From an optimization exercise on the open Yosys and OpenROAD flow, aimed at small area; shortcuts taken in it are not production practice. The RTL was checked by simulation tests, not by an equivalence proof against the original design. No driver is modelled on the clock port, so clocking that relies on it looks cheaper here than on a real chip. Power figures rest on the tool's default switching activity, not on a simulated workload.

== run A ==
// I2CDevice
module I2CDevice(
	input i_clk,
	input i_rst,
	input [3:0] i_sw,
	input i_scl,
	input i_sda,
	output o_sda_oe,
	output o_sda_out,
	output [7:0] o_led);
	wire [3:0] w_sw;
	wire [2:0] w_state;
	wire w_rst_n;
	g_inv u_rst_n(.a(i_rst), .y(w_rst_n));
	StateMachineI2C state_inst(
		.i_clk(i_clk),
		.i_rst(i_rst),
		.i_data(w_sw),
		.i_scl(i_scl),
		.i_sda(i_sda),
		.o_sda_oe(o_sda_oe),
		.o_sda_out(o_sda_out),
		.o_state(w_state));
	DebounceFilter debounce_sw0(.i_clk(i_clk), .i_rst(i_rst), .i_rst_n(w_rst_n), .i_bouncy(i_sw[0]), .o_debounced(w_sw[0]));
	DebounceFilter debounce_sw1(.i_clk(i_clk), .i_rst(i_rst), .i_rst_n(w_rst_n), .i_bouncy(i_sw[1]), .o_debounced(w_sw[1]));
	DebounceFilter debounce_sw2(.i_clk(i_clk), .i_rst(i_rst), .i_rst_n(w_rst_n), .i_bouncy(i_sw[2]), .o_debounced(w_sw[2]));
	DebounceFilter debounce_sw3(.i_clk(i_clk), .i_rst(i_rst), .i_rst_n(w_rst_n), .i_bouncy(i_sw[3]), .o_debounced(w_sw[3]));
	assign o_led = {5'b00000, w_state};
endmodule
==> flow/config.mk <==
export PLATFORM = sky130hd
export DESIGN_NAME = I2CDevice
export DESIGN_NICKNAME = I2CDevice
export VERILOG_FILES = /design/flow/design.v
export SDC_FILE = /design/flow/constraint.sdc
export NUM_CORES = 4
export LEC_CHECK = 0
export CAP_MARGIN = 20
export CORE_MARGIN = 2
export CORE_UTILIZATION = 60
export CTS_BUF_LIST = sky130_fd_sc_hd__clkbuf_4 sky130_fd_sc_hd__clkbuf_8
export SLEW_MARGIN = 20
export SYNTH_HIERARCHICAL = 1
==> flow/constraint.sdc <==
create_clock -name core_clock -period 5.0 [get_ports {i_clk}]
set_input_delay 1.0000 -clock core_clock [delete_from_list [all_inputs] [get_ports {i_clk}]]
set_output_delay 1.0000 -clock core_clock [all_outputs]
set_load 0.01 [all_outputs]
standard.sh (not shown) runs the stock make flow with config.mk's settings and CLKGATE_MAP_FILE= SYNTH_SCRIPT=/design/flow/synth_recipe.tcl, a recipe that flattens the netlist after the stock synthesis.
==> flow/flow/run.sh <==
#!/bin/bash
# Standard ORFS layout (the standard.sh, standard synthesis unchanged) with
# area-oriented knobs: minimum-size port buffers, combinational cells downsized
# before repair_design, no CTS dummy loads, clock buffers downsized after CTS
# where the clock slew allows, and power (area) recovery after
# global routing. The full log of each ORFS step is in orfs/logs/; this
# script's own output is in standard_flow.log.
set -euo pipefail
export BUFFER_PORTS_ARGS="-buffer_cell sky130_fd_sc_hd__buf_1"
export PRE_RESIZE_TCL="$PWD/flow/downsize.tcl"
export CTS_ARGS="-sink_clustering_enable -repair_clock_nets -dont_use_dummy_load -buf_list {sky130_fd_sc_hd__clkbuf_2 sky130_fd_sc_hd__clkbuf_4 sky130_fd_sc_hd__clkbuf_8} -sink_clustering_size 8 -sink_clustering_max_diameter 25"
export POST_CTS_TCL="$PWD/flow/clock_downsize.tcl"
export CLK_SLEW_TARGET=0.120
export RECOVER_POWER=100
bash standard.sh > standard_flow.log 2>&1
Other scripts of this flow, unchanged in this note and not shown: flow/flow/clock_downsize.tcl, flow/flow/downsize.tcl
What run B does differently from run A at the input level:
-- flow/flow/run.sh --
<<< run A, line 10
export PRE_RESIZE_TCL="$PWD/flow/downsize.tcl"
export CTS_ARGS="-sink_clustering_enable -repair_clock_nets -dont_use_dummy_load -buf_list {sky130_fd_sc_hd__clkbuf_2 sky130_fd_sc_hd__clkbuf_4 sky130_fd_sc_hd__clkbuf_8} -sink_clustering_size 8 -sink_clustering_max_diameter 25"
export POST_CTS_TCL="$PWD/flow/clock_downsize.tcl"
>>> run B, line 10
export PRE_RESIZE_TCL="$PWD/flow/downsize.tcl"
export CTS_ARGS="-sink_clustering_enable -repair_clock_nets -dont_use_dummy_load -buf_list {sky130_fd_sc_hd__clkbuf_4 sky130_fd_sc_hd__clkbuf_8}"
export POST_CTS_TCL="$PWD/flow/clock_downsize.tcl"
-- flow/config.mk --
<<< run A, line 9
export CORE_MARGIN = 2
export CORE_UTILIZATION = 60
export CTS_BUF_LIST = sky130_fd_sc_hd__clkbuf_4 sky130_fd_sc_hd__clkbuf_8
export SLEW_MARGIN = 20
>>> run B, line 9
export CORE_MARGIN = 2
export CORE_UTILIZATION = 80
export CTS_BUF_LIST = sky130_fd_sc_hd__clkbuf_4 sky130_fd_sc_hd__clkbuf_8
export PLACE_DENSITY = 0.85
export SLEW_MARGIN = 20
==> notes.md <==
The number of fill cells number comes out lower for run B vs run A. Compared with run A, run B shows a higher first-pass GRT wire length. Relative contribution of the clock network to total power ended up 0.5 points lower on run B than on run A. Summary of run B over run A: wire length after detailed routing saw an increase, later-pin clock latency in the skew report saw little to no change, combined global-route utilization of all metal layers saw an increase, power after layout saw a decrease. Run A -> run B: internal power of the cells flat. There was hardly any difference in largest incremental delay on the critical path between run B and run A.
### run B -> run C
-- flow/config.mk --
<<< run B, line 9
export CORE_MARGIN = 2
export CORE_UTILIZATION = 80
export CTS_BUF_LIST = sky130_fd_sc_hd__clkbuf_4 sky130_fd_sc_hd__clkbuf_8
export PLACE_DENSITY = 0.85
export SLEW_MARGIN = 20
>>> run C, line 9
export CORE_MARGIN = 2
export CORE_UTILIZATION = 60
export CTS_BUF_LIST = sky130_fd_sc_hd__clkbuf_4 sky130_fd_sc_hd__clkbuf_8
export SLEW_MARGIN = 20
- Looking at the reports, run C completed the entire flow and the layout it produced met the timing, design-rule and antenna checks.
- Run C vs. run B: maximum achievable frequency increased 0.018 GHz; power increased by 4.7 µW relative to the old numbers; overall via count from detail_route lost about 4.6%.
For run D, these inputs were changed with respect to run C:
-- flow/flow/run.sh --
<<< run C, line 10
export PRE_RESIZE_TCL="$PWD/flow/downsize.tcl"
export CTS_ARGS="-sink_clustering_enable -repair_clock_nets -dont_use_dummy_load -buf_list {sky130_fd_sc_hd__clkbuf_4 sky130_fd_sc_hd__clkbuf_8}"
export POST_CTS_TCL="$PWD/flow/clock_downsize.tcl"
>>> run D, line 10
export PRE_RESIZE_TCL="$PWD/flow/downsize.tcl"
export CTS_ARGS="-sink_clustering_enable -repair_clock_nets -dont_use_dummy_load -buf_list {sky130_fd_sc_hd__clkbuf_4 sky130_fd_sc_hd__clkbuf_8} -sink_clustering_size 12 -sink_clustering_max_diameter 40 -sink_clustering_buffer sky130_fd_sc_hd__clkbuf_4 -sink_clustering_levels 1"
export POST_CTS_TCL="$PWD/flow/clock_downsize.tcl"
--- outcome ---
Run D: flow completed, timing, DRC and antenna clean
As far as path depth of the worst reg2reg path goes, run C and run D are indistinguishable; the numbers are identical.
Diff run C..run D | distinct cell type count of the synthesized netlist | unchanged
Run D -> run C: hold slack delta 0, exact match
Worst setup skew after layout: run D vs run C identical
Run D -> run C: post-route total power delta 0, exact match
As far as via count goes, run C and run D are indistinguishable; the numbers are identical.

## port drivers added, routing unchanged
Ports are ideal in the flow. The routed layouts listed here were re-timed in OpenROAD.
Step 1, drivers: a clkbuf_16 drives i_clk and a buf_2 each remaining input, both assumed.
Step 2, shift: input delay + t, output delay - t, t = (earliest + latest rising clock arrival at the registers) / 2. This alone moves slack from input paths to output paths.
a / b / c = ideal / step 1 / step 2; a / b = the first two.
run | t, ns | slack for setup (ns) | worst register clock-pin slew, ns | pins driven straight from the clock port
run A | 0.446 | 2.781 / 2.781 / 2.557 | 0.11 / 0.11 | 1
run B | 0.444 | 2.686 / 2.686 / 2.510 | 0.11 / 0.11 | 1
run C | 0.446 | 2.781 / 2.781 / 2.557 | 0.11 / 0.11 | 1
run D | 0.446 | 2.781 / 2.781 / 2.557 | 0.11 / 0.11 | 1
After both steps setup and hold are still met in every run listed.
